Background: an optimization exercise with open tools, aiming at small area, a short achievable clock period and few clock cycles per item. Do not read the settings as production practice.
RTL that was checked went through simulation tests only; none was proved equivalent to the original.
Function not checked in run 1: the RTL went through the layout flow alone.

## flow/design.v (module list and top-level ports; edited modules follow where they fit)
// module sigmoid_unit: 527 lines
// module pfx_row_h3_11_11: 45 lines
// module pfx_row_h3_12_12: 51 lines
// module pfx_row_h3_13_13: 53 lines
// module pfx_row_h3_14_14: 57 lines
// module pfx_row_h3_15_15: 61 lines
// module pfx_row_bk_16_16: 67 lines
// module pfx_row_bk_17_16: 69 lines
module sigmoid_unit (
    input  wire               clk,
    input  wire               rst,
    input  wire               in_valid,
    input  wire signed [15:0] net_in,
    output wire               out_valid,
    output wire signed [31:0] f_net,
    output wire signed [31:0] x,
    output wire signed [31:0] y,
    output wire signed [31:0] z
);
  // ...
==> flow/flow/run.sh <==
#!/bin/bash
set -euo pipefail
export BUFFER_PORTS_ARGS="-buffer_cell sky130_fd_sc_hd__buf_1"
# one tie cell drives all constant outputs
export SKIP_REPAIR_TIE_FANOUT=1
# stronger flip-flops where one drives several output buffers
export POST_GLOBAL_PLACE_TCL=$PWD/flow/upsize_out_ff.tcl UPSIZE_FF4_MIN=4 UPSIZE_FF2_MIN=2
bash standard.sh > standard.log 2>&1
==> flow/flow/upsize_out_ff.tcl <==
# Give the flip-flops that drive several output-port buffers (the copies of
# the sign bits, and the z bits that also drive f_net) a stronger drive.
set block [ord::get_db_block]
set n_up 0
foreach inst [$block getInsts] {
  if {[[$inst getMaster] getName] ne "sky130_fd_sc_hd__dfxtp_1"} { continue }
  set q [$inst findITerm Q]
  set net [$q getNet]
  if {$net eq "NULL"} { continue }
  set nout 0
  foreach it [$net getITerms] {
    if {[string match "output*" [[$it getInst] getName]]} { incr nout }
  }
  if {$nout >= $::env(UPSIZE_FF4_MIN)} {
    replace_cell [$inst getName] sky130_fd_sc_hd__dfxtp_4
    incr n_up
  } elseif {$nout >= $::env(UPSIZE_FF2_MIN)} {
    replace_cell [$inst getName] sky130_fd_sc_hd__dfxtp_2
    incr n_up
  }
}
puts "upsize_out_ff: resized $n_up flip-flops"
==> flow/standard.sh <==
#!/bin/bash
# synth_recipe.tcl (not shown) runs the flow's synth.tcl, then flattens the netlist and writes it again
# the make line also repeats each setting of config.mk as NAME=value (left out here)
make -C /OpenROAD-flow-scripts/flow DESIGN_CONFIG=/design/flow/config.mk WORK_HOME=/design/flow/orfs CLKGATE_MAP_FILE= SYNTH_SCRIPT=/design/flow/synth_recipe.tcl "${@:-finish}"
==> flow/config.mk <==
export PLATFORM = sky130hd
export DESIGN_NAME = sigmoid_unit
export DESIGN_NICKNAME = sigmoid_unit
export VERILOG_FILES = /design/flow/design.v
export SDC_FILE = /design/flow/constraint.sdc
export NUM_CORES = 4
export LEC_CHECK = 0
export ABC_AREA = 1
export CAP_MARGIN = 20
export CORE_MARGIN = 2
export CORE_UTILIZATION = 40
export CTS_BUF_LIST = sky130_fd_sc_hd__clkbuf_4 sky130_fd_sc_hd__clkbuf_8
export SLEW_MARGIN = 20
==> flow/constraint.sdc <==
create_clock -name core_clock -period 62.0 [get_ports {clk}]
set_input_delay 12.4000 -clock core_clock [delete_from_list [all_inputs] [get_ports {clk}]]
set_output_delay 12.4000 -clock core_clock [all_outputs]
set_load 0.01 [all_outputs]
==> impl_metrics.json, run 1 <==
{
  "outcome": "complete, no violations",
  "worst_setup_path_start_kind": "register",
  "final-seq-area_mm2": 0.002371,
  "htree_levels": 4,
  "cts_hold_buffers": 0,
  "most_frequently_used_cell_type_in_the_post_synthesis_netlist": "nand2_1",
  "post_synth_num_cell_types": 56,
  "met3_length_um": 703,
  "net_count_final": 1708,
  "first_global_vias": 8717,
  "fin_skew_ns": 0.01670,
  "rsz0062_at_grt": "false",
  "core.rowCount": 61,
  "drv_slew": 0,
  "num_tap_cells": 378,
  "post_route_hold_slack_ns": 0.3644,
  "timing.hold.worst.class": "register to register",
  "mappedNetlistArea_mm2": 0.01139,
  "clock_slew_at_the_register_clock_pins_of_the_worst_setup_and_hold_paths_ns": 0.08,
  "top_achievable_clock_speed_ghz": 0.07467,
  "max_flop_register": "xr",
  "hold_viol_final": 0,
  "avg_vias_per_cell": 4.780,
  "critical_path_cell_by_cell": "buf_1",
  "vias": 8909,
  "synth-edff-count": 0,
  "yosysWarningCount": 1,
  "post_route_cells_drive_above_1_share_pct": 7.739,
  "arrival_ns": 0.99,
  "period_share_pct": 21.60,
  "top_signal_layer_used": "met4",
  "utilization_pct": 42.65,
  "proportion_of_cell_area_occupied_by_multi_input_gates_pct": 63.23,
  "wl_met1_mm": 12.00,
  "initialDrtViolationCount": 365,
  "critical_path_class": "register to output pin",
  "cts_root_buf": "clkbuf_8",
  "seq_cells": 117,
  "ios": 148,
  "seq_area_share_pct": 19.90
}
==> module sigmoid_unit, before the edit <==
module sigmoid_unit (
    input  wire               clk,
    input  wire               rst,
    input  wire               in_valid,
    input  wire signed [15:0] net_in,
    output wire               out_valid,
    output wire signed [31:0] f_net,
    output wire signed [31:0] x,
    output wire signed [31:0] y,
    output wire signed [31:0] z
);
reg [15:0] net_q;
reg        v0;
always @(posedge clk) begin
    net_q <= net_in;
    v0    <= in_valid & ~rst;
end
wire        s0 = net_q[15];
wire [15:0] d0 = ((net_q ^ {16{s0}}) + {15'd0, s0} + 16'd1000);
wire [10:0] tk9 = 11'd1953;
wire [10:0] df9;
wire        ge9;
pfx_row_h3_11_11 row9 (.t(tk9), .d(d0[10:0]), .hz(~|d0[15:11]), .ge(ge9), .r(df9));
wire [10:0] tr9 = df9;
wire [11:0] tk8 = {tr9, 1'b0};
wire [11:0] df8;
wire        ge8;
pfx_row_h3_12_12 row8 (.t(tk8), .d(d0[11:0]), .hz(~|d0[15:12]), .ge(ge8), .r(df8));
wire [11:0] tr8 = df8;
wire [12:0] tk7 = {tr8, 1'b0};
wire [12:0] df7;
wire        ge7;
pfx_row_h3_13_13 row7 (.t(tk7), .d(d0[12:0]), .hz(~|d0[15:13]), .ge(ge7), .r(df7));
wire [12:0] tr7 = df7;
wire [13:0] tk6 = {tr7, 1'b0};
wire [13:0] df6;
wire        ge6;
pfx_row_h3_14_14 row6 (.t(tk6), .d(d0[13:0]), .hz(~|d0[15:14]), .ge(ge6), .r(df6));
wire [13:0] tr6 = df6;
wire [14:0] tk5 = {tr6, 1'b1};
wire [14:0] df5;
wire        ge5;
pfx_row_h3_15_15 row5 (.t(tk5), .d(d0[14:0]), .hz(~|d0[15:15]), .ge(ge5), .r(df5));
wire [14:0] tr5 = df5;
reg [15:0] d1;
reg [15:0] n1;
reg        v1;
reg [14:0] t1;
reg        q9_1;
reg        q8_1;
reg        q7_1;
reg        q6_1;
reg        q5_1;
always @(posedge clk) begin
    d1 <= d0;
    n1 <= net_q;
    v1 <= v0 & ~rst;
    t1 <= tr5;
    q9_1 <= ge9;
    q8_1 <= ge8;
    q7_1 <= ge7;
    q6_1 <= ge6;
    q5_1 <= ge5;
end
wire [15:0] tk4 = {t1, 1'b1};
wire [15:0] df4;
wire        ge4;
pfx_row_bk_16_16 row4 (.t(tk4), .d(d1[15:0]), .hz(1'b1), .ge(ge4), .r(df4));
wire [15:0] tr4 = df4;
wire [16:0] tk3 = {tr4, 1'b1};
wire [15:0] df3;
wire        ge3;
pfx_row_bk_17_16 row3 (.t(tk3), .d(d1[15:0]), .hz(1'b1), .ge(ge3), .r(df3));
wire [15:0] tr3 = df3;
wire [16:0] tk2 = {tr3, 1'b1};
wire [15:0] df2;
wire        ge2;
pfx_row_bk_17_16 row2 (.t(tk2), .d(d1[15:0]), .hz(1'b1), .ge(ge2), .r(df2));
wire [15:0] tr2 = df2;
wire [16:0] tk1 = {tr2, 1'b1};
wire [15:0] df1;
wire        ge1;
pfx_row_bk_17_16 row1 (.t(tk1), .d(d1[15:0]), .hz(1'b1), .ge(ge1), .r(df1));
wire [15:0] tr1 = df1;
wire [16:0] tk0 = {tr1, 1'b1};
wire [15:0] df0;
wire        ge0;
pfx_row_bk_17_16 row0 (.t(tk0), .d(d1[15:0]), .hz(1'b1), .ge(ge0), .r(df0));
wire [8:0]  qh = {q9_1, q8_1, q7_1, q6_1, q5_1, ge4, ge3, ge2, ge1};
wire        q0 = ge0;
wire [8:0] v;
wire [9:0] v_p, v_g;
assign v_g[0] = 1'b0; assign v_p[0] = 1'b0;
assign v_p[1] = (~qh[0]) ^ (1'b0); assign v_g[1] = (~qh[0]) & (1'b0);
assign v_p[2] = (~qh[1]) ^ (1'b0); assign v_g[2] = (~qh[1]) & (1'b0);
assign v_p[3] = (~qh[2]) ^ (1'b1); assign v_g[3] = (~qh[2]) & (1'b1);
assign v_p[4] = (~qh[3]) ^ (1'b0); assign v_g[4] = (~qh[3]) & (1'b0);
assign v_p[5] = (~qh[4]) ^ (1'b1); assign v_g[5] = (~qh[4]) & (1'b1);
assign v_p[6] = (~qh[5]) ^ (1'b1); assign v_g[6] = (~qh[5]) & (1'b1);
assign v_p[7] = (~qh[6]) ^ (1'b1); assign v_g[7] = (~qh[6]) & (1'b1);
assign v_p[8] = (~qh[7]) ^ (1'b1); assign v_g[8] = (~qh[7]) & (1'b1);
assign v_p[9] = (~qh[8]) ^ (1'b1); assign v_g[9] = (~qh[8]) & (1'b1);
wire v_g0_1 = v_g[1] | (v_p[1] & v_g[0]);
wire v_p0_1 = v_p[1] & v_p[0];
wire v_g0_3 = v_g[3] | (v_p[3] & v_g[2]);
wire v_p0_3 = v_p[3] & v_p[2];
wire v_g0_5 = v_g[5] | (v_p[5] & v_g[4]);
wire v_p0_5 = v_p[5] & v_p[4];
wire v_g0_7 = v_g[7] | (v_p[7] & v_g[6]);
wire v_p0_7 = v_p[7] & v_p[6];
wire v_g0_9 = v_g[9] | (v_p[9] & v_g[8]);
wire v_p0_9 = v_p[9] & v_p[8];
wire v_g1_2 = v_g[2] | (v_p[2] & v_g0_1);
wire v_p1_2 = v_p[2] & v_p0_1;
wire v_g1_3 = v_g0_3 | (v_p0_3 & v_g0_1);
wire v_p1_3 = v_p0_3 & v_p0_1;
wire v_g1_6 = v_g[6] | (v_p[6] & v_g0_5);
wire v_p1_6 = v_p[6] & v_p0_5;
wire v_g1_7 = v_g0_7 | (v_p0_7 & v_g0_5);
wire v_p1_7 = v_p0_7 & v_p0_5;
wire v_g2_4 = v_g[4] | (v_p[4] & v_g1_3);
wire v_p2_4 = v_p[4] & v_p1_3;
wire v_g2_5 = v_g0_5 | (v_p0_5 & v_g1_3);
wire v_p2_5 = v_p0_5 & v_p1_3;
wire v_g2_6 = v_g1_6 | (v_p1_6 & v_g1_3);
wire v_p2_6 = v_p1_6 & v_p1_3;
wire v_g2_7 = v_g1_7 | (v_p1_7 & v_g1_3);
wire v_p2_7 = v_p1_7 & v_p1_3;
wire v_g3_8 = v_g[8] | (v_p[8] & v_g2_7);
wire v_p3_8 = v_p[8] & v_p2_7;
wire v_g3_9 = v_g0_9 | (v_p0_9 & v_g2_7);
wire v_p3_9 = v_p0_9 & v_p2_7;
assign v[0] = v_p[1] ^ v_g[0];
assign v[1] = v_p[2] ^ v_g0_1;
assign v[2] = v_p[3] ^ v_g1_2;
assign v[3] = v_p[4] ^ v_g1_3;
assign v[4] = v_p[5] ^ v_g2_4;
assign v[5] = v_p[6] ^ v_g2_5;
assign v[6] = v_p[7] ^ v_g2_6;
assign v[7] = v_p[8] ^ v_g2_7;
assign v[8] = v_p[9] ^ v_g3_8;
wire [9:0] nv;
wire [10:0] nv_p, nv_g;
assign nv_g[0] = 1'b0; assign nv_p[0] = 1'b0;
assign nv_p[1] = (qh[0]) ^ (1'b1); assign nv_g[1] = (qh[0]) & (1'b1);
assign nv_p[2] = (qh[1]) ^ (1'b0); assign nv_g[2] = (qh[1]) & (1'b0);
assign nv_p[3] = (qh[2]) ^ (1'b1); assign nv_g[3] = (qh[2]) & (1'b1);
assign nv_p[4] = (qh[3]) ^ (1'b1); assign nv_g[4] = (qh[3]) & (1'b1);
assign nv_p[5] = (qh[4]) ^ (1'b0); assign nv_g[5] = (qh[4]) & (1'b0);
assign nv_p[6] = (qh[5]) ^ (1'b0); assign nv_g[6] = (qh[5]) & (1'b0);
assign nv_p[7] = (qh[6]) ^ (1'b0); assign nv_g[7] = (qh[6]) & (1'b0);
assign nv_p[8] = (qh[7]) ^ (1'b0); assign nv_g[8] = (qh[7]) & (1'b0);
assign nv_p[9] = (qh[8]) ^ (1'b0); assign nv_g[9] = (qh[8]) & (1'b0);
assign nv_p[10] = (1'b0) ^ (1'b1); assign nv_g[10] = (1'b0) & (1'b1);
wire nv_g0_1 = nv_g[1] | (nv_p[1] & nv_g[0]);
wire nv_p0_1 = nv_p[1] & nv_p[0];
wire nv_g0_3 = nv_g[3] | (nv_p[3] & nv_g[2]);
wire nv_p0_3 = nv_p[3] & nv_p[2];
wire nv_g0_5 = nv_g[5] | (nv_p[5] & nv_g[4]);
wire nv_p0_5 = nv_p[5] & nv_p[4];
wire nv_g0_7 = nv_g[7] | (nv_p[7] & nv_g[6]);
wire nv_p0_7 = nv_p[7] & nv_p[6];
wire nv_g0_9 = nv_g[9] | (nv_p[9] & nv_g[8]);
wire nv_p0_9 = nv_p[9] & nv_p[8];
wire nv_g1_2 = nv_g[2] | (nv_p[2] & nv_g0_1);
wire nv_p1_2 = nv_p[2] & nv_p0_1;
wire nv_g1_3 = nv_g0_3 | (nv_p0_3 & nv_g0_1);
wire nv_p1_3 = nv_p0_3 & nv_p0_1;
wire nv_g1_6 = nv_g[6] | (nv_p[6] & nv_g0_5);
wire nv_p1_6 = nv_p[6] & nv_p0_5;
wire nv_g1_7 = nv_g0_7 | (nv_p0_7 & nv_g0_5);
wire nv_p1_7 = nv_p0_7 & nv_p0_5;
wire nv_g1_10 = nv_g[10] | (nv_p[10] & nv_g0_9);
wire nv_p1_10 = nv_p[10] & nv_p0_9;
wire nv_g2_4 = nv_g[4] | (nv_p[4] & nv_g1_3);
wire nv_p2_4 = nv_p[4] & nv_p1_3;
wire nv_g2_5 = nv_g0_5 | (nv_p0_5 & nv_g1_3);
wire nv_p2_5 = nv_p0_5 & nv_p1_3;
wire nv_g2_6 = nv_g1_6 | (nv_p1_6 & nv_g1_3);
wire nv_p2_6 = nv_p1_6 & nv_p1_3;
wire nv_g2_7 = nv_g1_7 | (nv_p1_7 & nv_g1_3);
wire nv_p2_7 = nv_p1_7 & nv_p1_3;
wire nv_g3_8 = nv_g[8] | (nv_p[8] & nv_g2_7);
wire nv_p3_8 = nv_p[8] & nv_p2_7;
wire nv_g3_9 = nv_g0_9 | (nv_p0_9 & nv_g2_7);
wire nv_p3_9 = nv_p0_9 & nv_p2_7;
wire nv_g3_10 = nv_g1_10 | (nv_p1_10 & nv_g2_7);
wire nv_p3_10 = nv_p1_10 & nv_p2_7;
assign nv[0] = nv_p[1] ^ nv_g[0];
assign nv[1] = nv_p[2] ^ nv_g0_1;
assign nv[2] = nv_p[3] ^ nv_g1_2;
assign nv[3] = nv_p[4] ^ nv_g1_3;
assign nv[4] = nv_p[5] ^ nv_g2_4;
assign nv[5] = nv_p[6] ^ nv_g2_5;
assign nv[6] = nv_p[7] ^ nv_g2_6;
assign nv[7] = nv_p[8] ^ nv_g2_7;
assign nv[8] = nv_p[9] ^ nv_g3_8;
assign nv[9] = nv_p[10] ^ nv_g3_9;
wire [9:0] zp;
wire [10:0] zp_p, zp_g;
assign zp_g[0] = 1'b0; assign zp_p[0] = 1'b0;
assign zp_p[1] = (~qh[0]) ^ (1'b0); assign zp_g[1] = (~qh[0]) & (1'b0);
assign zp_p[2] = (~qh[1]) ^ (1'b0); assign zp_g[2] = (~qh[1]) & (1'b0);
assign zp_p[3] = (~qh[2]) ^ (1'b0); assign zp_g[3] = (~qh[2]) & (1'b0);
assign zp_p[4] = (~qh[3]) ^ (1'b1); assign zp_g[4] = (~qh[3]) & (1'b1);
assign zp_p[5] = (~qh[4]) ^ (1'b0); assign zp_g[5] = (~qh[4]) & (1'b0);
assign zp_p[6] = (~qh[5]) ^ (1'b1); assign zp_g[6] = (~qh[5]) & (1'b1);
assign zp_p[7] = (~qh[6]) ^ (1'b1); assign zp_g[7] = (~qh[6]) & (1'b1);
assign zp_p[8] = (~qh[7]) ^ (1'b1); assign zp_g[8] = (~qh[7]) & (1'b1);
assign zp_p[9] = (~qh[8]) ^ (1'b1); assign zp_g[9] = (~qh[8]) & (1'b1);
assign zp_p[10] = (1'b1) ^ (1'b1); assign zp_g[10] = (1'b1) & (1'b1);
wire zp_g0_1 = zp_g[1] | (zp_p[1] & zp_g[0]);
wire zp_p0_1 = zp_p[1] & zp_p[0];
wire zp_g0_3 = zp_g[3] | (zp_p[3] & zp_g[2]);
wire zp_p0_3 = zp_p[3] & zp_p[2];
wire zp_g0_5 = zp_g[5] | (zp_p[5] & zp_g[4]);
wire zp_p0_5 = zp_p[5] & zp_p[4];
wire zp_g0_7 = zp_g[7] | (zp_p[7] & zp_g[6]);
wire zp_p0_7 = zp_p[7] & zp_p[6];
wire zp_g0_9 = zp_g[9] | (zp_p[9] & zp_g[8]);
wire zp_p0_9 = zp_p[9] & zp_p[8];
wire zp_g1_2 = zp_g[2] | (zp_p[2] & zp_g0_1);
wire zp_p1_2 = zp_p[2] & zp_p0_1;
wire zp_g1_3 = zp_g0_3 | (zp_p0_3 & zp_g0_1);
wire zp_p1_3 = zp_p0_3 & zp_p0_1;
wire zp_g1_6 = zp_g[6] | (zp_p[6] & zp_g0_5);
wire zp_p1_6 = zp_p[6] & zp_p0_5;
wire zp_g1_7 = zp_g0_7 | (zp_p0_7 & zp_g0_5);
wire zp_p1_7 = zp_p0_7 & zp_p0_5;
wire zp_g1_10 = zp_g[10] | (zp_p[10] & zp_g0_9);
wire zp_p1_10 = zp_p[10] & zp_p0_9;
wire zp_g2_4 = zp_g[4] | (zp_p[4] & zp_g1_3);
wire zp_p2_4 = zp_p[4] & zp_p1_3;
wire zp_g2_5 = zp_g0_5 | (zp_p0_5 & zp_g1_3);
wire zp_p2_5 = zp_p0_5 & zp_p1_3;
wire zp_g2_6 = zp_g1_6 | (zp_p1_6 & zp_g1_3);
wire zp_p2_6 = zp_p1_6 & zp_p1_3;
wire zp_g2_7 = zp_g1_7 | (zp_p1_7 & zp_g1_3);
wire zp_p2_7 = zp_p1_7 & zp_p1_3;
wire zp_g3_8 = zp_g[8] | (zp_p[8] & zp_g2_7);
wire zp_p3_8 = zp_p[8] & zp_p2_7;
wire zp_g3_9 = zp_g0_9 | (zp_p0_9 & zp_g2_7);
wire zp_p3_9 = zp_p0_9 & zp_p2_7;
wire zp_g3_10 = zp_g1_10 | (zp_p1_10 & zp_g2_7);
wire zp_p3_10 = zp_p1_10 & zp_p2_7;
assign zp[0] = zp_p[1] ^ zp_g[0];
assign zp[1] = zp_p[2] ^ zp_g0_1;
assign zp[2] = zp_p[3] ^ zp_g1_2;
assign zp[3] = zp_p[4] ^ zp_g1_3;
assign zp[4] = zp_p[5] ^ zp_g2_4;
assign zp[5] = zp_p[6] ^ zp_g2_5;
assign zp[6] = zp_p[7] ^ zp_g2_6;
assign zp[7] = zp_p[8] ^ zp_g2_7;
assign zp[8] = zp_p[9] ^ zp_g3_8;
assign zp[9] = zp_p[10] ^ zp_g3_9;
wire [9:0] qh1;
wire [10:0] qh1_p, qh1_g;
assign qh1_g[0] = 1'b1; assign qh1_p[0] = 1'b0;
assign qh1_p[1] = (qh[0]) ^ (1'b0); assign qh1_g[1] = (qh[0]) & (1'b0);
assign qh1_p[2] = (qh[1]) ^ (1'b0); assign qh1_g[2] = (qh[1]) & (1'b0);
assign qh1_p[3] = (qh[2]) ^ (1'b0); assign qh1_g[3] = (qh[2]) & (1'b0);
assign qh1_p[4] = (qh[3]) ^ (1'b0); assign qh1_g[4] = (qh[3]) & (1'b0);
assign qh1_p[5] = (qh[4]) ^ (1'b0); assign qh1_g[5] = (qh[4]) & (1'b0);
assign qh1_p[6] = (qh[5]) ^ (1'b0); assign qh1_g[6] = (qh[5]) & (1'b0);
assign qh1_p[7] = (qh[6]) ^ (1'b0); assign qh1_g[7] = (qh[6]) & (1'b0);
assign qh1_p[8] = (qh[7]) ^ (1'b0); assign qh1_g[8] = (qh[7]) & (1'b0);
assign qh1_p[9] = (qh[8]) ^ (1'b0); assign qh1_g[9] = (qh[8]) & (1'b0);
assign qh1_p[10] = (1'b0) ^ (1'b0); assign qh1_g[10] = (1'b0) & (1'b0);
wire qh1_g0_1 = qh1_g[1] | (qh1_p[1] & qh1_g[0]);
wire qh1_p0_1 = qh1_p[1] & qh1_p[0];
wire qh1_g0_3 = qh1_g[3] | (qh1_p[3] & qh1_g[2]);
wire qh1_p0_3 = qh1_p[3] & qh1_p[2];
wire qh1_g0_5 = qh1_g[5] | (qh1_p[5] & qh1_g[4]);
wire qh1_p0_5 = qh1_p[5] & qh1_p[4];
wire qh1_g0_7 = qh1_g[7] | (qh1_p[7] & qh1_g[6]);
wire qh1_p0_7 = qh1_p[7] & qh1_p[6];
wire qh1_g0_9 = qh1_g[9] | (qh1_p[9] & qh1_g[8]);
wire qh1_p0_9 = qh1_p[9] & qh1_p[8];
wire qh1_g1_2 = qh1_g[2] | (qh1_p[2] & qh1_g0_1);
wire qh1_p1_2 = qh1_p[2] & qh1_p0_1;
wire qh1_g1_3 = qh1_g0_3 | (qh1_p0_3 & qh1_g0_1);
wire qh1_p1_3 = qh1_p0_3 & qh1_p0_1;
wire qh1_g1_6 = qh1_g[6] | (qh1_p[6] & qh1_g0_5);
wire qh1_p1_6 = qh1_p[6] & qh1_p0_5;
wire qh1_g1_7 = qh1_g0_7 | (qh1_p0_7 & qh1_g0_5);
wire qh1_p1_7 = qh1_p0_7 & qh1_p0_5;
wire qh1_g1_10 = qh1_g[10] | (qh1_p[10] & qh1_g0_9);
wire qh1_p1_10 = qh1_p[10] & qh1_p0_9;
wire qh1_g2_4 = qh1_g[4] | (qh1_p[4] & qh1_g1_3);
wire qh1_p2_4 = qh1_p[4] & qh1_p1_3;
wire qh1_g2_5 = qh1_g0_5 | (qh1_p0_5 & qh1_g1_3);
wire qh1_p2_5 = qh1_p0_5 & qh1_p1_3;
wire qh1_g2_6 = qh1_g1_6 | (qh1_p1_6 & qh1_g1_3);
wire qh1_p2_6 = qh1_p1_6 & qh1_p1_3;
wire qh1_g2_7 = qh1_g1_7 | (qh1_p1_7 & qh1_g1_3);
wire qh1_p2_7 = qh1_p1_7 & qh1_p1_3;
wire qh1_g3_8 = qh1_g[8] | (qh1_p[8] & qh1_g2_7);
wire qh1_p3_8 = qh1_p[8] & qh1_p2_7;
wire qh1_g3_9 = qh1_g0_9 | (qh1_p0_9 & qh1_g2_7);
wire qh1_p3_9 = qh1_p0_9 & qh1_p2_7;
wire qh1_g3_10 = qh1_g1_10 | (qh1_p1_10 & qh1_g2_7);
wire qh1_p3_10 = qh1_p1_10 & qh1_p2_7;
assign qh1[0] = qh1_p[1] ^ qh1_g[0];
assign qh1[1] = qh1_p[2] ^ qh1_g0_1;
assign qh1[2] = qh1_p[3] ^ qh1_g1_2;
assign qh1[3] = qh1_p[4] ^ qh1_g1_3;
assign qh1[4] = qh1_p[5] ^ qh1_g2_4;
assign qh1[5] = qh1_p[6] ^ qh1_g2_5;
assign qh1[6] = qh1_p[7] ^ qh1_g2_6;
assign qh1[7] = qh1_p[8] ^ qh1_g2_7;
assign qh1[8] = qh1_p[9] ^ qh1_g3_8;
assign qh1[9] = qh1_p[10] ^ qh1_g3_9;
wire [9:0]  yv  = n1[15] ? (q0 ? {nv[8:0], 1'b0} : {~v, 1'b1}) : {v, ~q0};
wire [9:0]  zv  = n1[15] ? (q0 ? qh1 : {1'b0, qh}) : zp;
wire        yneg0 = n1[15] & (d1 >= 16'd1002);
wire        yneg1 = n1[15] & (~&n1[14:0]);
wire        yneg2 = n1[15] & (d1 != 16'd1001);
wire        yneg3 = n1[15] & (n1[14:0] != 15'h7FFF);
wire [15:0] nn   = n1;
wire [21:0] n22  = {{6{n1[15]}}, nn};
wire [21:0] x1;
wire [22:0] x1_p, x1_g;
assign x1_g[0] = 1'b0; assign x1_p[0] = 1'b0;
assign x1_p[1] = (n22[0]) ^ (1'b0); assign x1_g[1] = (n22[0]) & (1'b0);
assign x1_p[2] = (n22[1]) ^ (1'b0); assign x1_g[2] = (n22[1]) & (1'b0);
assign x1_p[3] = (n22[2]) ^ (1'b0); assign x1_g[3] = (n22[2]) & (1'b0);
assign x1_p[4] = (n22[3]) ^ (1'b0); assign x1_g[4] = (n22[3]) & (1'b0);
assign x1_p[5] = (n22[4]) ^ (1'b0); assign x1_g[5] = (n22[4]) & (1'b0);
assign x1_p[6] = (n22[5]) ^ (1'b0); assign x1_g[6] = (n22[5]) & (1'b0);
assign x1_p[7] = (n22[6]) ^ (1'b0); assign x1_g[7] = (n22[6]) & (1'b0);
assign x1_p[8] = (n22[7]) ^ (n22[0]); assign x1_g[8] = (n22[7]) & (n22[0]);
assign x1_p[9] = (n22[8]) ^ (n22[1]); assign x1_g[9] = (n22[8]) & (n22[1]);
assign x1_p[10] = (n22[9]) ^ (n22[2]); assign x1_g[10] = (n22[9]) & (n22[2]);
assign x1_p[11] = (n22[10]) ^ (n22[3]); assign x1_g[11] = (n22[10]) & (n22[3]);
assign x1_p[12] = (n22[11]) ^ (n22[4]); assign x1_g[12] = (n22[11]) & (n22[4]);
assign x1_p[13] = (n22[12]) ^ (n22[5]); assign x1_g[13] = (n22[12]) & (n22[5]);
assign x1_p[14] = (n22[13]) ^ (n22[6]); assign x1_g[14] = (n22[13]) & (n22[6]);
assign x1_p[15] = (n22[14]) ^ (n22[7]); assign x1_g[15] = (n22[14]) & (n22[7]);
assign x1_p[16] = (n22[15]) ^ (n22[8]); assign x1_g[16] = (n22[15]) & (n22[8]);
assign x1_p[17] = (n22[16]) ^ (n22[9]); assign x1_g[17] = (n22[16]) & (n22[9]);
assign x1_p[18] = (n22[17]) ^ (n22[10]); assign x1_g[18] = (n22[17]) & (n22[10]);
assign x1_p[19] = (n22[18]) ^ (n22[11]); assign x1_g[19] = (n22[18]) & (n22[11]);
assign x1_p[20] = (n22[19]) ^ (n22[12]); assign x1_g[20] = (n22[19]) & (n22[12]);
assign x1_p[21] = (n22[20]) ^ (n22[13]); assign x1_g[21] = (n22[20]) & (n22[13]);
assign x1_p[22] = (n22[21]) ^ (n22[14]); assign x1_g[22] = (n22[21]) & (n22[14]);
wire x1_g0_1 = x1_g[1] | (x1_p[1] & x1_g[0]);
wire x1_p0_1 = x1_p[1] & x1_p[0];
wire x1_g1_2 = x1_g[2] | (x1_p[2] & x1_g0_1);
wire x1_p1_2 = x1_p[2] & x1_p0_1;
wire x1_g2_3 = x1_g[3] | (x1_p[3] & x1_g1_2);
wire x1_p2_3 = x1_p[3] & x1_p1_2;
wire x1_g3_4 = x1_g[4] | (x1_p[4] & x1_g2_3);
wire x1_p3_4 = x1_p[4] & x1_p2_3;
wire x1_g4_5 = x1_g[5] | (x1_p[5] & x1_g3_4);
wire x1_p4_5 = x1_p[5] & x1_p3_4;
wire x1_g5_6 = x1_g[6] | (x1_p[6] & x1_g4_5);
wire x1_p5_6 = x1_p[6] & x1_p4_5;
wire x1_g6_7 = x1_g[7] | (x1_p[7] & x1_g5_6);
wire x1_p6_7 = x1_p[7] & x1_p5_6;
wire x1_g7_8 = x1_g[8] | (x1_p[8] & x1_g6_7);
wire x1_p7_8 = x1_p[8] & x1_p6_7;
wire x1_g8_9 = x1_g[9] | (x1_p[9] & x1_g7_8);
wire x1_p8_9 = x1_p[9] & x1_p7_8;
wire x1_g9_10 = x1_g[10] | (x1_p[10] & x1_g8_9);
wire x1_p9_10 = x1_p[10] & x1_p8_9;
wire x1_g10_11 = x1_g[11] | (x1_p[11] & x1_g9_10);
wire x1_p10_11 = x1_p[11] & x1_p9_10;
wire x1_g11_12 = x1_g[12] | (x1_p[12] & x1_g10_11);
wire x1_p11_12 = x1_p[12] & x1_p10_11;
wire x1_g12_13 = x1_g[13] | (x1_p[13] & x1_g11_12);
wire x1_p12_13 = x1_p[13] & x1_p11_12;
wire x1_g13_14 = x1_g[14] | (x1_p[14] & x1_g12_13);
wire x1_p13_14 = x1_p[14] & x1_p12_13;
wire x1_g14_15 = x1_g[15] | (x1_p[15] & x1_g13_14);
wire x1_p14_15 = x1_p[15] & x1_p13_14;
wire x1_g15_16 = x1_g[16] | (x1_p[16] & x1_g14_15);
wire x1_p15_16 = x1_p[16] & x1_p14_15;
wire x1_g16_17 = x1_g[17] | (x1_p[17] & x1_g15_16);
wire x1_p16_17 = x1_p[17] & x1_p15_16;
wire x1_g17_18 = x1_g[18] | (x1_p[18] & x1_g16_17);
wire x1_p17_18 = x1_p[18] & x1_p16_17;
wire x1_g18_19 = x1_g[19] | (x1_p[19] & x1_g17_18);
wire x1_p18_19 = x1_p[19] & x1_p17_18;
wire x1_g19_20 = x1_g[20] | (x1_p[20] & x1_g18_19);
wire x1_p19_20 = x1_p[20] & x1_p18_19;
wire x1_g20_21 = x1_g[21] | (x1_p[21] & x1_g19_20);
wire x1_p20_21 = x1_p[21] & x1_p19_20;
wire x1_g21_22 = x1_g[22] | (x1_p[22] & x1_g20_21);
wire x1_p21_22 = x1_p[22] & x1_p20_21;
assign x1[0] = x1_p[1] ^ x1_g[0];
assign x1[1] = x1_p[2] ^ x1_g0_1;
assign x1[2] = x1_p[3] ^ x1_g1_2;
assign x1[3] = x1_p[4] ^ x1_g2_3;
assign x1[4] = x1_p[5] ^ x1_g3_4;
assign x1[5] = x1_p[6] ^ x1_g4_5;
assign x1[6] = x1_p[7] ^ x1_g5_6;
assign x1[7] = x1_p[8] ^ x1_g6_7;
assign x1[8] = x1_p[9] ^ x1_g7_8;
assign x1[9] = x1_p[10] ^ x1_g8_9;
assign x1[10] = x1_p[11] ^ x1_g9_10;
assign x1[11] = x1_p[12] ^ x1_g10_11;
assign x1[12] = x1_p[13] ^ x1_g11_12;
assign x1[13] = x1_p[14] ^ x1_g12_13;
assign x1[14] = x1_p[15] ^ x1_g13_14;
assign x1[15] = x1_p[16] ^ x1_g14_15;
assign x1[16] = x1_p[17] ^ x1_g15_16;
assign x1[17] = x1_p[18] ^ x1_g16_17;
assign x1[18] = x1_p[19] ^ x1_g17_18;
assign x1[19] = x1_p[20] ^ x1_g18_19;
assign x1[20] = x1_p[21] ^ x1_g19_20;
assign x1[21] = x1_p[22] ^ x1_g20_21;
wire [21:0] xx;
wire [22:0] xx_p, xx_g;
assign xx_g[0] = 1'b1; assign xx_p[0] = 1'b0;
assign xx_p[1] = (x1[0]) ^ (1'b1); assign xx_g[1] = (x1[0]) & (1'b1);
assign xx_p[2] = (x1[1]) ^ (1'b1); assign xx_g[2] = (x1[1]) & (1'b1);
assign xx_p[3] = (x1[2]) ^ (~n22[0]); assign xx_g[3] = (x1[2]) & (~n22[0]);
assign xx_p[4] = (x1[3]) ^ (~n22[1]); assign xx_g[4] = (x1[3]) & (~n22[1]);
assign xx_p[5] = (x1[4]) ^ (~n22[2]); assign xx_g[5] = (x1[4]) & (~n22[2]);
assign xx_p[6] = (x1[5]) ^ (~n22[3]); assign xx_g[6] = (x1[5]) & (~n22[3]);
assign xx_p[7] = (x1[6]) ^ (~n22[4]); assign xx_g[7] = (x1[6]) & (~n22[4]);
assign xx_p[8] = (x1[7]) ^ (~n22[5]); assign xx_g[8] = (x1[7]) & (~n22[5]);
assign xx_p[9] = (x1[8]) ^ (~n22[6]); assign xx_g[9] = (x1[8]) & (~n22[6]);
assign xx_p[10] = (x1[9]) ^ (~n22[7]); assign xx_g[10] = (x1[9]) & (~n22[7]);
assign xx_p[11] = (x1[10]) ^ (~n22[8]); assign xx_g[11] = (x1[10]) & (~n22[8]);
assign xx_p[12] = (x1[11]) ^ (~n22[9]); assign xx_g[12] = (x1[11]) & (~n22[9]);
assign xx_p[13] = (x1[12]) ^ (~n22[10]); assign xx_g[13] = (x1[12]) & (~n22[10]);
assign xx_p[14] = (x1[13]) ^ (~n22[11]); assign xx_g[14] = (x1[13]) & (~n22[11]);
assign xx_p[15] = (x1[14]) ^ (~n22[12]); assign xx_g[15] = (x1[14]) & (~n22[12]);
assign xx_p[16] = (x1[15]) ^ (~n22[13]); assign xx_g[16] = (x1[15]) & (~n22[13]);
assign xx_p[17] = (x1[16]) ^ (~n22[14]); assign xx_g[17] = (x1[16]) & (~n22[14]);
assign xx_p[18] = (x1[17]) ^ (~n22[15]); assign xx_g[18] = (x1[17]) & (~n22[15]);
assign xx_p[19] = (x1[18]) ^ (~n22[16]); assign xx_g[19] = (x1[18]) & (~n22[16]);
assign xx_p[20] = (x1[19]) ^ (~n22[17]); assign xx_g[20] = (x1[19]) & (~n22[17]);
assign xx_p[21] = (x1[20]) ^ (~n22[18]); assign xx_g[21] = (x1[20]) & (~n22[18]);
assign xx_p[22] = (x1[21]) ^ (~n22[19]); assign xx_g[22] = (x1[21]) & (~n22[19]);
wire xx_g0_1 = xx_g[1] | (xx_p[1] & xx_g[0]);
wire xx_p0_1 = xx_p[1] & xx_p[0];
wire xx_g1_2 = xx_g[2] | (xx_p[2] & xx_g0_1);
wire xx_p1_2 = xx_p[2] & xx_p0_1;
wire xx_g2_3 = xx_g[3] | (xx_p[3] & xx_g1_2);
wire xx_p2_3 = xx_p[3] & xx_p1_2;
wire xx_g3_4 = xx_g[4] | (xx_p[4] & xx_g2_3);
wire xx_p3_4 = xx_p[4] & xx_p2_3;
wire xx_g4_5 = xx_g[5] | (xx_p[5] & xx_g3_4);
wire xx_p4_5 = xx_p[5] & xx_p3_4;
wire xx_g5_6 = xx_g[6] | (xx_p[6] & xx_g4_5);
wire xx_p5_6 = xx_p[6] & xx_p4_5;
wire xx_g6_7 = xx_g[7] | (xx_p[7] & xx_g5_6);
wire xx_p6_7 = xx_p[7] & xx_p5_6;
wire xx_g7_8 = xx_g[8] | (xx_p[8] & xx_g6_7);
wire xx_p7_8 = xx_p[8] & xx_p6_7;
wire xx_g8_9 = xx_g[9] | (xx_p[9] & xx_g7_8);
wire xx_p8_9 = xx_p[9] & xx_p7_8;
wire xx_g9_10 = xx_g[10] | (xx_p[10] & xx_g8_9);
wire xx_p9_10 = xx_p[10] & xx_p8_9;
wire xx_g10_11 = xx_g[11] | (xx_p[11] & xx_g9_10);
wire xx_p10_11 = xx_p[11] & xx_p9_10;
wire xx_g11_12 = xx_g[12] | (xx_p[12] & xx_g10_11);
wire xx_p11_12 = xx_p[12] & xx_p10_11;
wire xx_g12_13 = xx_g[13] | (xx_p[13] & xx_g11_12);
wire xx_p12_13 = xx_p[13] & xx_p11_12;
wire xx_g13_14 = xx_g[14] | (xx_p[14] & xx_g12_13);
wire xx_p13_14 = xx_p[14] & xx_p12_13;
wire xx_g14_15 = xx_g[15] | (xx_p[15] & xx_g13_14);
wire xx_p14_15 = xx_p[15] & xx_p13_14;
wire xx_g15_16 = xx_g[16] | (xx_p[16] & xx_g14_15);
wire xx_p15_16 = xx_p[16] & xx_p14_15;
wire xx_g16_17 = xx_g[17] | (xx_p[17] & xx_g15_16);
wire xx_p16_17 = xx_p[17] & xx_p15_16;
wire xx_g17_18 = xx_g[18] | (xx_p[18] & xx_g16_17);
wire xx_p17_18 = xx_p[18] & xx_p16_17;
wire xx_g18_19 = xx_g[19] | (xx_p[19] & xx_g17_18);
wire xx_p18_19 = xx_p[19] & xx_p17_18;
wire xx_g19_20 = xx_g[20] | (xx_p[20] & xx_g18_19);
wire xx_p19_20 = xx_p[20] & xx_p18_19;
wire xx_g20_21 = xx_g[21] | (xx_p[21] & xx_g19_20);
wire xx_p20_21 = xx_p[21] & xx_p19_20;
wire xx_g21_22 = xx_g[22] | (xx_p[22] & xx_g20_21);
wire xx_p21_22 = xx_p[22] & xx_p20_21;
assign xx[0] = xx_p[1] ^ xx_g[0];
assign xx[1] = xx_p[2] ^ xx_g0_1;
assign xx[2] = xx_p[3] ^ xx_g1_2;
assign xx[3] = xx_p[4] ^ xx_g2_3;
assign xx[4] = xx_p[5] ^ xx_g3_4;
assign xx[5] = xx_p[6] ^ xx_g4_5;
assign xx[6] = xx_p[7] ^ xx_g5_6;
assign xx[7] = xx_p[8] ^ xx_g6_7;
assign xx[8] = xx_p[9] ^ xx_g7_8;
assign xx[9] = xx_p[10] ^ xx_g8_9;
assign xx[10] = xx_p[11] ^ xx_g9_10;
assign xx[11] = xx_p[12] ^ xx_g10_11;
assign xx[12] = xx_p[13] ^ xx_g11_12;
assign xx[13] = xx_p[14] ^ xx_g12_13;
assign xx[14] = xx_p[15] ^ xx_g13_14;
assign xx[15] = xx_p[16] ^ xx_g14_15;
assign xx[16] = xx_p[17] ^ xx_g15_16;
assign xx[17] = xx_p[18] ^ xx_g16_17;
assign xx[18] = xx_p[19] ^ xx_g17_18;
assign xx[19] = xx_p[20] ^ xx_g18_19;
assign xx[20] = xx_p[21] ^ xx_g19_20;
assign xx[21] = xx_p[22] ^ xx_g20_21;
reg        vo;
reg [2:0] xs;
reg [3:0] ys;
reg [21:0] xr;
reg [9:0]  yr;
reg [9:0]  zr;
always @(posedge clk) begin
    vo <= v1 & ~rst;
    xs[0] <= n1[15];
    xs[1] <= n1[15] & (d1 != 16'd1000);
    xs[2] <= n1[15] & (d1 > 16'd1000);
    ys[0] <= yneg0;
    ys[1] <= yneg1;
    ys[2] <= yneg2;
    ys[3] <= yneg3;
    xr <= xx;
    yr <= yv;
    zr <= zv;
end
assign out_valid = vo;
assign x     = {xs[0], xs[0], xs[0], xs[1], xs[1], xs[2], xs[2], xr, 3'b000};
assign y     = {ys[0], ys[0], ys[0], ys[0], ys[0], ys[0], ys[1], ys[1], ys[1], ys[1], ys[1], ys[2], ys[2], ys[2], ys[2], ys[2], ys[2], ys[3], ys[3], ys[3], ys[3], ys[3], yr};
assign z     = {21'd0, zr, yr[0]};
assign f_net = {22'd0, zr};
endmodule
==> run 2: changes to the inputs <==
--- a/flow/design.v
+++ b/flow/design.v
@@ -20,30 +20,30 @@
 wire [10:0] tk9 = 11'd1953;
 wire [10:0] df9;
 wire        ge9;
-pfx_row_h3_11_11 row9 (.t(tk9), .d(d0[10:0]), .hz(~|d0[15:11]), .ge(ge9), .r(df9));
+pfx_row_h3_r11_11_11 row9 (.t(tk9), .d(d0[10:0]), .hz(~|d0[15:11]), .ge(ge9), .r(df9));
 wire [10:0] tr9 = df9;
 wire [11:0] tk8 = {tr9, 1'b0};
 wire [11:0] df8;
 wire        ge8;
-pfx_row_h3_12_12 row8 (.t(tk8), .d(d0[11:0]), .hz(~|d0[15:12]), .ge(ge8), .r(df8));
+pfx_row_h3_r12_12_12 row8 (.t(tk8), .d(d0[11:0]), .hz(~|d0[15:12]), .ge(ge8), .r(df8));
 wire [11:0] tr8 = df8;
 wire [12:0] tk7 = {tr8, 1'b0};
 wire [12:0] df7;
 wire        ge7;
-pfx_row_h3_13_13 row7 (.t(tk7), .d(d0[12:0]), .hz(~|d0[15:13]), .ge(ge7), .r(df7));
+pfx_row_h3_r13_13_13 row7 (.t(tk7), .d(d0[12:0]), .hz(~|d0[15:13]), .ge(ge7), .r(df7));
 wire [12:0] tr7 = df7;
 wire [13:0] tk6 = {tr7, 1'b0};
 wire [13:0] df6;
 wire        ge6;
-pfx_row_h3_14_14 row6 (.t(tk6), .d(d0[13:0]), .hz(~|d0[15:14]), .ge(ge6), .r(df6));
+pfx_row_h3_r14_14_14 row6 (.t(tk6), .d(d0[13:0]), .hz(~|d0[15:14]), .ge(ge6), .r(df6));
 wire [13:0] tr6 = df6;
 wire [14:0] tk5 = {tr6, 1'b1};
 wire [14:0] df5;
 wire        ge5;
-pfx_row_h3_15_15 row5 (.t(tk5), .d(d0[14:0]), .hz(~|d0[15:15]), .ge(ge5), .r(df5));
+pfx_row_h3_r15_15_15 row5 (.t(tk5), .d(d0[14:0]), .hz(~|d0[15:15]), .ge(ge5), .r(df5));
 wire [14:0] tr5 = df5;
 reg [15:0] d1;
-reg [15:0] n1;
+reg        s1;
 reg        v1;
 reg [14:0] t1;
 reg        q9_1;
@@ -53,7 +53,7 @@
 reg        q5_1;
 always @(posedge clk) begin
     d1 <= d0;
-    n1 <= net_q;
+    s1 <= s0;
     v1 <= v0 & ~rst;
     t1 <= tr5;
     q9_1 <= ge9;
@@ -63,29 +63,29 @@
     q5_1 <= ge5;
 end
 wire [15:0] tk4 = {t1, 1'b1};
-wire [15:0] df4;
+wire [14:0] df4;
 wire        ge4;
-pfx_row_bk_16_16 row4 (.t(tk4), .d(d1[15:0]), .hz(1'b1), .ge(ge4), .r(df4));
-wire [15:0] tr4 = df4;
-wire [16:0] tk3 = {tr4, 1'b1};
-wire [15:0] df3;
+pfx_row_bk_r15_16_16 row4 (.t(tk4), .d(d1[15:0]), .hz(1'b1), .ge(ge4), .r(df4));
+wire [14:0] tr4 = df4;
+wire [15:0] tk3 = {tr4, 1'b1};
+wire [14:0] df3;
 wire        ge3;
-pfx_row_bk_17_16 row3 (.t(tk3), .d(d1[15:0]), .hz(1'b1), .ge(ge3), .r(df3));
-wire [15:0] tr3 = df3;
-wire [16:0] tk2 = {tr3, 1'b1};
-wire [15:0] df2;
+pfx_row_bk_r15_16_16 row3 (.t(tk3), .d(d1[15:0]), .hz(1'b1), .ge(ge3), .r(df3));
+wire [14:0] tr3 = df3;
+wire [15:0] tk2 = {tr3, 1'b1};
+wire [14:0] df2;
 wire        ge2;
-pfx_row_bk_17_16 row2 (.t(tk2), .d(d1[15:0]), .hz(1'b1), .ge(ge2), .r(df2));
-wire [15:0] tr2 = df2;
-wire [16:0] tk1 = {tr2, 1'b1};
+pfx_row_bk_r15_16_16 row2 (.t(tk2), .d(d1[15:0]), .hz(1'b1), .ge(ge2), .r(df2));
+wire [14:0] tr2 = df2;
+wire [15:0] tk1 = {tr2, 1'b1};
 wire [15:0] df1;
 wire        ge1;
-pfx_row_bk_17_16 row1 (.t(tk1), .d(d1[15:0]), .hz(1'b1), .ge(ge1), .r(df1));
+pfx_row_bk_r16_16_16 row1 (.t(tk1), .d(d1[15:0]), .hz(1'b1), .ge(ge1), .r(df1));
 wire [15:0] tr1 = df1;
 wire [16:0] tk0 = {tr1, 1'b1};
 wire [15:0] df0;
 wire        ge0;
-pfx_row_bk_17_16 row0 (.t(tk0), .d(d1[15:0]), .hz(1'b1), .ge(ge0), .r(df0));
+pfx_row_bk_r16_17_16 row0 (.t(tk0), .d(d1[15:0]), .hz(1'b1), .ge(ge0), .r(df0));
 wire [8:0]  qh = {q9_1, q8_1, q7_1, q6_1, q5_1, ge4, ge3, ge2, ge1};
 wire        q0 = ge0;
 wire [8:0] v;
@@ -310,14 +310,80 @@
 assign qh1[7] = qh1_p[8] ^ qh1_g2_7;
 assign qh1[8] = qh1_p[9] ^ qh1_g3_8;
 assign qh1[9] = qh1_p[10] ^ qh1_g3_9;
-wire [9:0]  yv  = n1[15] ? (q0 ? {nv[8:0], 1'b0} : {~v, 1'b1}) : {v, ~q0};
-wire [9:0]  zv  = n1[15] ? (q0 ? qh1 : {1'b0, qh}) : zp;
-wire        yneg0 = n1[15] & (d1 >= 16'd1002);
-wire        yneg1 = n1[15] & (~&n1[14:0]);
-wire        yneg2 = n1[15] & (d1 != 16'd1001);
-wire        yneg3 = n1[15] & (n1[14:0] != 15'h7FFF);
-wire [15:0] nn   = n1;
-wire [21:0] n22  = {{6{n1[15]}}, nn};
+wire [9:0]  yv  = s1 ? (q0 ? {nv[8:0], 1'b0} : {~v, 1'b1}) : {v, ~q0};
+wire [9:0]  zv  = s1 ? (q0 ? qh1 : {1'b0, qh}) : zp;
+wire        yneg0 = s1 & (d1 >= 16'd1002);
+wire        yneg1 = s1 & (d1 != 16'd1001);
+wire        yneg2 = s1 & ((|d1[15:10]) | (d1[9:0] >= 10'd1002));
+wire        yneg3 = s1 & (d1[15:1] != 15'd500);
+wire [15:0] nn;
+wire [16:0] nn_p, nn_g;
+assign nn_g[0] = 1'b0; assign nn_p[0] = 1'b0;
+assign nn_p[1] = (d1[0] ^ s1) ^ (s1); assign nn_g[1] = (d1[0] ^ s1) & (s1);
+assign nn_p[2] = (d1[1] ^ s1) ^ (1'b0); assign nn_g[2] = (d1[1] ^ s1) & (1'b0);
+assign nn_p[3] = (d1[2] ^ s1) ^ (1'b0); assign nn_g[3] = (d1[2] ^ s1) & (1'b0);
+assign nn_p[4] = (d1[3] ^ s1) ^ (1'b1); assign nn_g[4] = (d1[3] ^ s1) & (1'b1);
+assign nn_p[5] = (d1[4] ^ s1) ^ (~s1); assign nn_g[5] = (d1[4] ^ s1) & (~s1);
+assign nn_p[6] = (d1[5] ^ s1) ^ (s1); assign nn_g[6] = (d1[5] ^ s1) & (s1);
+assign nn_p[7] = (d1[6] ^ s1) ^ (s1); assign nn_g[7] = (d1[6] ^ s1) & (s1);
+assign nn_p[8] = (d1[7] ^ s1) ^ (s1); assign nn_g[8] = (d1[7] ^ s1) & (s1);
+assign nn_p[9] = (d1[8] ^ s1) ^ (s1); assign nn_g[9] = (d1[8] ^ s1) & (s1);
+assign nn_p[10] = (d1[9] ^ s1) ^ (s1); assign nn_g[10] = (d1[9] ^ s1) & (s1);
+assign nn_p[11] = (d1[10] ^ s1) ^ (~s1); assign nn_g[11] = (d1[10] ^ s1) & (~s1);
+assign nn_p[12] = (d1[11] ^ s1) ^ (~s1); assign nn_g[12] = (d1[11] ^ s1) & (~s1);
+assign nn_p[13] = (d1[12] ^ s1) ^ (~s1); assign nn_g[13] = (d1[12] ^ s1) & (~s1);
+assign nn_p[14] = (d1[13] ^ s1) ^ (~s1); assign nn_g[14] = (d1[13] ^ s1) & (~s1);
+assign nn_p[15] = (d1[14] ^ s1) ^ (~s1); assign nn_g[15] = (d1[14] ^ s1) & (~s1);
+assign nn_p[16] = (d1[15] ^ s1) ^ (~s1); assign nn_g[16] = (d1[15] ^ s1) & (~s1);
+wire nn_g0_1 = nn_g[1] | (nn_p[1] & nn_g[0]);
+wire nn_p0_1 = nn_p[1] & nn_p[0];
+wire nn_g1_2 = nn_g[2] | (nn_p[2] & nn_g0_1);
+wire nn_p1_2 = nn_p[2] & nn_p0_1;
+wire nn_g2_3 = nn_g[3] | (nn_p[3] & nn_g1_2);
+wire nn_p2_3 = nn_p[3] & nn_p1_2;
+wire nn_g3_4 = nn_g[4] | (nn_p[4] & nn_g2_3);
+wire nn_p3_4 = nn_p[4] & nn_p2_3;
+wire nn_g4_5 = nn_g[5] | (nn_p[5] & nn_g3_4);
+wire nn_p4_5 = nn_p[5] & nn_p3_4;
+wire nn_g5_6 = nn_g[6] | (nn_p[6] & nn_g4_5);
+wire nn_p5_6 = nn_p[6] & nn_p4_5;
+wire nn_g6_7 = nn_g[7] | (nn_p[7] & nn_g5_6);
+wire nn_p6_7 = nn_p[7] & nn_p5_6;
+wire nn_g7_8 = nn_g[8] | (nn_p[8] & nn_g6_7);
+wire nn_p7_8 = nn_p[8] & nn_p6_7;
+wire nn_g8_9 = nn_g[9] | (nn_p[9] & nn_g7_8);
+wire nn_p8_9 = nn_p[9] & nn_p7_8;
+wire nn_g9_10 = nn_g[10] | (nn_p[10] & nn_g8_9);
+wire nn_p9_10 = nn_p[10] & nn_p8_9;
+wire nn_g10_11 = nn_g[11] | (nn_p[11] & nn_g9_10);
+wire nn_p10_11 = nn_p[11] & nn_p9_10;
+wire nn_g11_12 = nn_g[12] | (nn_p[12] & nn_g10_11);
+wire nn_p11_12 = nn_p[12] & nn_p10_11;
+wire nn_g12_13 = nn_g[13] | (nn_p[13] & nn_g11_12);
+wire nn_p12_13 = nn_p[13] & nn_p11_12;
+wire nn_g13_14 = nn_g[14] | (nn_p[14] & nn_g12_13);
+wire nn_p13_14 = nn_p[14] & nn_p12_13;
+wire nn_g14_15 = nn_g[15] | (nn_p[15] & nn_g13_14);
+wire nn_p14_15 = nn_p[15] & nn_p13_14;
+wire nn_g15_16 = nn_g[16] | (nn_p[16] & nn_g14_15);
+wire nn_p15_16 = nn_p[16] & nn_p14_15;
+assign nn[0] = nn_p[1] ^ nn_g[0];
+assign nn[1] = nn_p[2] ^ nn_g0_1;
+assign nn[2] = nn_p[3] ^ nn_g1_2;
+assign nn[3] = nn_p[4] ^ nn_g2_3;
+assign nn[4] = nn_p[5] ^ nn_g3_4;
+assign nn[5] = nn_p[6] ^ nn_g4_5;
+assign nn[6] = nn_p[7] ^ nn_g5_6;
+assign nn[7] = nn_p[8] ^ nn_g6_7;
+assign nn[8] = nn_p[9] ^ nn_g7_8;
+assign nn[9] = nn_p[10] ^ nn_g8_9;
+assign nn[10] = nn_p[11] ^ nn_g9_10;
+assign nn[11] = nn_p[12] ^ nn_g10_11;
+assign nn[12] = nn_p[13] ^ nn_g11_12;
+assign nn[13] = nn_p[14] ^ nn_g12_13;
+assign nn[14] = nn_p[15] ^ nn_g13_14;
+assign nn[15] = nn_p[16] ^ nn_g14_15;
+wire [21:0] n22  = {{6{s1}}, nn};
 wire [21:0] x1;
 wire [22:0] x1_p, x1_g;
 assign x1_g[0] = 1'b0; assign x1_p[0] = 1'b0;
@@ -508,9 +574,9 @@
 reg [9:0]  zr;
 always @(posedge clk) begin
     vo <= v1 & ~rst;
-    xs[0] <= n1[15];
-    xs[1] <= n1[15] & (d1 != 16'd1000);
-    xs[2] <= n1[15] & (d1 > 16'd1000);
+    xs[0] <= s1;
+    xs[1] <= s1 & (d1 != 16'd1000);
+    xs[2] <= nn[15];
     ys[0] <= yneg0;
     ys[1] <= yneg1;
     ys[2] <= yneg2;
@@ -525,7 +591,7 @@
 assign z     = {21'd0, zr, yr[0]};
 assign f_net = {22'd0, zr};
 endmodule
-module pfx_row_h3_11_11 (
+module pfx_row_h3_r11_11_11 (
     input  wire [10:0] t,
     input  wire [10:0] d,
     input  wire        hz,
@@ -570,7 +636,7 @@
 wire [10:0] df = t ^ dd ^ bi;
 assign r  = ge ? df[10:0] : t[10:0];
 endmodule
-module pfx_row_h3_12_12 (
+module pfx_row_h3_r12_12_12 (
     input  wire [11:0] t,
     input  wire [11:0] d,
     input  wire        hz,
@@ -621,7 +687,7 @@
 wire [11:0] df = t ^ dd ^ bi;
 assign r  = ge ? df[11:0] : t[11:0];
 endmodule
-module pfx_row_h3_13_13 (
+module pfx_row_h3_r13_13_13 (
     input  wire [12:0] t,
     input  wire [12:0] d,
     input  wire        hz,
@@ -674,7 +740,7 @@
 wire [12:0] df = t ^ dd ^ bi;
 assign r  = ge ? df[12:0] : t[12:0];
 endmodule
-module pfx_row_h3_14_14 (
+module pfx_row_h3_r14_14_14 (
     input  wire [13:0] t,
     input  wire [13:0] d,
     input  wire        hz,
@@ -731,7 +797,7 @@
 wire [13:0] df = t ^ dd ^ bi;
 assign r  = ge ? df[13:0] : t[13:0];
 endmodule
-module pfx_row_h3_15_15 (
+module pfx_row_h3_r15_15_15 (
     input  wire [14:0] t,
     input  wire [14:0] d,
     input  wire        hz,
@@ -792,7 +858,74 @@
 wire [14:0] df = t ^ dd ^ bi;
 assign r  = ge ? df[14:0] : t[14:0];
 endmodule
-module pfx_row_bk_16_16 (
+module pfx_row_bk_r15_16_16 (
+    input  wire [15:0] t,
+    input  wire [15:0] d,
+    input  wire        hz,
+    output wire        ge,
+    output wire [14:0] r
+);
+wire [15:0] dd = d;
+wire [15:0] p = ~(t ^ dd);    
+wire [15:0] g = ~t & dd;      
+wire g0_1 = g[1] | (p[1] & g[0]);
+wire p0_1 = p[1] & p[0];
+wire g0_3 = g[3] | (p[3] & g[2]);
+wire p0_3 = p[3] & p[2];
+wire g0_5 = g[5] | (p[5] & g[4]);
+wire p0_5 = p[5] & p[4];
+wire g0_7 = g[7] | (p[7] & g[6]);
+wire p0_7 = p[7] & p[6];
+wire g0_9 = g[9] | (p[9] & g[8]);
+wire p0_9 = p[9] & p[8];
+wire g0_11 = g[11] | (p[11] & g[10]);
+wire p0_11 = p[11] & p[10];
+wire g0_13 = g[13] | (p[13] & g[12]);
+wire p0_13 = p[13] & p[12];
+wire g0_15 = g[15] | (p[15] & g[14]);
+wire p0_15 = p[15] & p[14];
+wire g1_3 = g0_3 | (p0_3 & g0_1);
+wire p1_3 = p0_3 & p0_1;
+wire g1_7 = g0_7 | (p0_7 & g0_5);
+wire p1_7 = p0_7 & p0_5;
+wire g1_11 = g0_11 | (p0_11 & g0_9);
+wire p1_11 = p0_11 & p0_9;
+wire g1_15 = g0_15 | (p0_15 & g0_13);
+wire p1_15 = p0_15 & p0_13;
+wire g2_7 = g1_7 | (p1_7 & g1_3);
+wire p2_7 = p1_7 & p1_3;
+wire g2_15 = g1_15 | (p1_15 & g1_11);
+wire p2_15 = p1_15 & p1_11;
+wire g3_15 = g2_15 | (p2_15 & g2_7);
+wire p3_15 = p2_15 & p2_7;
+wire g4_11 = g1_11 | (p1_11 & g2_7);
+wire p4_11 = p1_11 & p2_7;
+wire g5_5 = g0_5 | (p0_5 & g1_3);
+wire p5_5 = p0_5 & p1_3;
+wire g5_9 = g0_9 | (p0_9 & g2_7);
+wire p5_9 = p0_9 & p2_7;
+wire g5_13 = g0_13 | (p0_13 & g4_11);
+wire p5_13 = p0_13 & p4_11;
+wire g6_2 = g[2] | (p[2] & g0_1);
+wire p6_2 = p[2] & p0_1;
+wire g6_4 = g[4] | (p[4] & g1_3);
+wire p6_4 = p[4] & p1_3;
+wire g6_6 = g[6] | (p[6] & g5_5);
+wire p6_6 = p[6] & p5_5;
+wire g6_8 = g[8] | (p[8] & g2_7);
+wire p6_8 = p[8] & p2_7;
+wire g6_10 = g[10] | (p[10] & g5_9);
+wire p6_10 = p[10] & p5_9;
+wire g6_12 = g[12] | (p[12] & g4_11);
+wire p6_12 = p[12] & p4_11;
+wire g6_14 = g[14] | (p[14] & g5_13);
+wire p6_14 = p[14] & p5_13;
+wire [15:0] bi = {g6_14, g5_13, g6_12, g4_11, g6_10, g5_9, g6_8, g2_7, g6_6, g5_5, g6_4, g1_3, g6_2, g0_1, g[0], 1'b0};
+assign ge = hz & ~g3_15;
+wire [15:0] df = t ^ dd ^ bi;
+assign r  = ge ? df[14:0] : t[14:0];
+endmodule
+module pfx_row_bk_r16_16_16 (
     input  wire [15:0] t,
     input  wire [15:0] d,
     input  wire        hz,
@@ -859,7 +992,7 @@
 wire [15:0] df = t ^ dd ^ bi;
 assign r  = ge ? df[15:0] : t[15:0];
 endmodule
-module pfx_row_bk_17_16 (
+module pfx_row_bk_r16_17_16 (
     input  wire [16:0] t,
     input  wire [15:0] d,
     input  wire        hz,
==> impl_metrics.json, run 2 <==
{
  "yosysWarningCount": 1,
  "fill_cells": 2778,
  "net_count_final": 1690,
  "worst_setup_path_start_kind": "register",
  "synth_fp_nets": 1679,
  "period_share_pct": 21.51,
  "avg_vias_per_cell": 4.735,
  "most_frequently_used_cell_type_in_the_post_synthesis_netlist": "nand2_1",
  "synth.top_cell.area_share_pct": 18.59,
  "placeableCoreArea_mm2": 0.02710,
  "aggregate_global_route_resource_usage_pct": 16.86,
  "route.detailed.drc": 0,
  "postSynthRegisterBits": 103,
  "critical_path_buf_inv_count": 1,
  "cell_types_with_the_largest_area_share_after_synthesis": "dfxtp_1 19%, ha_1 16%, fa_1 14%",
  "clock_slew_at_the_register_clock_pins_of_the_worst_setup_and_hold_paths_ns": 0.11,
  "drv_slew": 0,
  "maximum_number_of_pins_on_one_net_before_global_route_repair": 47,
  "clkSinkCount": 103,
  "clk-insertion-delay-late_ns": 0.40,
  "cpLargestDelayFamily": "flip-flops",
  "largest_register_ff_count": 22,
  "die_w_um": 170.5,
  "slew_at_the_pin_closest_to_its_max_slew_limit_ns": 0.8478,
  "ios": 148,
  "critPathSlowestCell": "dfxtp_4",
  "post_drt_wl_per_cell_um": 12.35,
  "timing.hold.worst_path_depth": 2,
  "synth_cells": 1443,
  "timing.hold.worst.class": "register to register",
  "regToRegStartpoint": "net_q[15]",
  "post-synth-top-area-cell": "dfxtp_1",
  "arrival_ns": 0.93,
  "ys_top_cells_by_count": "330 x nand2_1, 188 x inv_1, 140 x ha_1",
  "cts_hold_buffers": 0,
  "hold_path_startpoint": "v1",
  "io_buffers": 101,
  "grt_first_pass_wirelength_mm": 39.76,
  "cap_viol_max_count": 0,
  "r2r_cells": 65,
  "mappedNetlistArea_mm2": 0.01109,
  "antennaDiodeCount": 0,
  "post-route-min-period_ns": 13.33,
  "critical_path_class": "register to output pin",
  "htree_levels": 3,
  "design.die.area_mm2": 0.02908,
  "mostFrequentLayoutCell": "nand2_1",
  "worstHoldEndpoint": "vo",
  "reg.largest.list": "xr: 22 flops, d1: 16 flops, net_q: 16 flops",
  "max_flop_register": "xr",
  "cts_buffer_depth": 2,
  "first_global_vias": 8606,
  "tritoncts": "done",
  "post_synth.cell_area_avg_um2": 7.687,
  "numCtsBuffers": 9,
  "detail-route-antenna-nets": 0,
  "post_route_hold_slack_ns": 0.4115,
  "synthToLayoutAreaGrowth_pct": 3.203,
  "detailedPlacementHpwl_mm": 19.23,
  "synth_ff_type": "dfxtp_1",
  "top_achievable_clock_speed_ghz": 0.07499,
  "commonest_non_fill_non_tap_cells_in_the_layout": "330 x nand2_1, 188 x inv_1, 140 x ha_1",
  "critPathMaxFanout": 6,
  "outcome": "complete, no violations",
  "timing.critical_path.to_type": "output pin",
  "max-slew-margin-rel_pct": 43.34,
  "cts_root_buf": "clkbuf_8",
  "cp.required_ns": 49.60,
  "grt_remaining_overflow": 0,
  "hold_viol_final": 0,
  "initialDrtViolationCount": 380,
  "die_height_um": 170.5,
  "setup_viol": 0,
  "fin_skew_ns": 0.02510,
  "total_wirelength_mm": 22.61,
  "initial_utilization_pct": 40.93,
  "drt_first_pass_iters": 4,
  "ys_seq_area_share_pct": 18.59,
  "critical_path_cell_by_cell": "buf_1",
  "synth-edff-count": 0,
  "post_cts_repair_timing_setup_buffer_count": 0,
  "core.rowCount": 60,
  "rrSetupSlack_ns": 49.70,
  "cts_resized": 0,
  "vias": 8670,
  "async_flop_share_pct": 0,
  "post_route_cells_drive_above_1_share_pct": 6.785,
  "totalNegativeSetupSlack_ns": 0,
  "cp_slowest_stage_delay_ns": 0.38,
  "post_synth_num_cell_types": 51,
  "endpoint_of_the_worst_slack_reg_to_reg_timing_path": "t1[13]",
  "rsz0062_at_grt": "false",
  "grt_antenna_before_repair": 0
}
## run 2: worst register-to-register path, delay by kind of cell (launching register included)
| kind | cells | cell delay (ns) |
|---|---|---|
| simple gates | 26 | 3.18 |
| fa+ha+maj | 8 | 2.81 |
| compound gates | 17 | 2.67 |
| buf+inv | 12 | 2.12 |
| flops | 1 | 0.83 |
| xor+xnor | 2 | 0.55 |
## run 2: worst max-delay path by stage
stage,cells after the start,from,endpoint
after floorplan,1,ys[2],y[16]
after global placement,1,ys[3],y[10]
after detailed placement,1,ys[2],y[15]
after CTS,1,ys[2],y[15]
after global routing,65,net_q[15],t1[13]
final,1,ys[2],y[15]
## run 2: per-stage QoR
step                      setup WS (ns)  utilization, %  cells  area [um^2]
after floorplan                   49.03               -   1443        11090
after global placement            49.05           41.44   1815        11230
after detailed placement          49.10           41.56   1815        11260
after CTS                         48.64           42.24   1831        11450
after global routing              48.36           42.24   1831        11450
final                             48.67           42.24   1831        11450
## run 2: kinds of logic after synthesis
| logic type | count (synthesis) | share of synthesized area [%] |
|---|---|---|
| AO/OA/AOI/OAI | 221 | 11.35 |
| XOR/XNOR | 92 | 7.265 |
| adder cells (fa/ha/maj) | 217 | 29.69 |
| buffers and inverters | 308 | 13.57 |
| flip-flops | 103 | 18.59 |
| multiplexers | 1 | 0.09025 |
| other | 1 | 0.03381 |
| AND/OR/NAND/NOR | 500 | 19.41 |
## run 2: layer usage
metal	global-route usage [%]	part of all wire [%]	routed length (um)	up-vias
met1	19.48	44	9954	3972
li1	-	-	-	4558
met3	1.989	2.5	567	20
met4	3.976	1.4	318	0
met2	32.78	52	11770	120
met5	0	0	0	-
## run 2: area by class of cell
| type | count | area [um^2] | area share (%) |
|---|---|---|---|
| Clock buffer | 10 | 131.4 | 1.148 |
| Clock inverter | 6 | 53.80 | 0.4700 |
| Inverter | 202 | 760.7 | 6.646 |
| Multi-Input combinational cell | 1032 | 7525 | 65.73 |
| Sequential cell | 103 | 2095 | 18.30 |
| Tap cell | 372 | 465.4 | 4.066 |
| Timing Repair Buffer | 106 | 416.7 | 3.640 |
Testbench counts of run 2, summed over its fixed seeds: cycles 16,024, items 16,000.

separate check: timing with driven ports:
How much do the figures lean on ideal ports? The routed layouts below were timed once more, with nothing changed but the port constraints.
Step 1: set_driving_cell puts a clkbuf_16 on clk and a buf_2 on each other input, an assumption about the parent block.
Step 2 also shifts input and output timing later by t, the mid clock arrival at the registers, as if the neighbouring blocks saw the same clock.
Slacks: ideal ports / drivers / drivers and shift; pairs: ideal ports / drivers.
| run | t (ns) | slack for setup (ns) | hold slack, ns | clock arrival spread, ns | pins driven straight from the clock port |
|---|---|---|---|---|---|
| run 1 | 0.473 | 48.608 / 48.571 / 49.043 | 0.364 / 0.364 / 0.364 | 0.016 / 0.017 | 1 |
| run 2 | 0.427 | 48.666 / 48.626 / 49.053 | 0.412 / 0.412 / 0.412 | 0.025 / 0.025 | 1 |
After both steps every run listed still meets setup and hold.
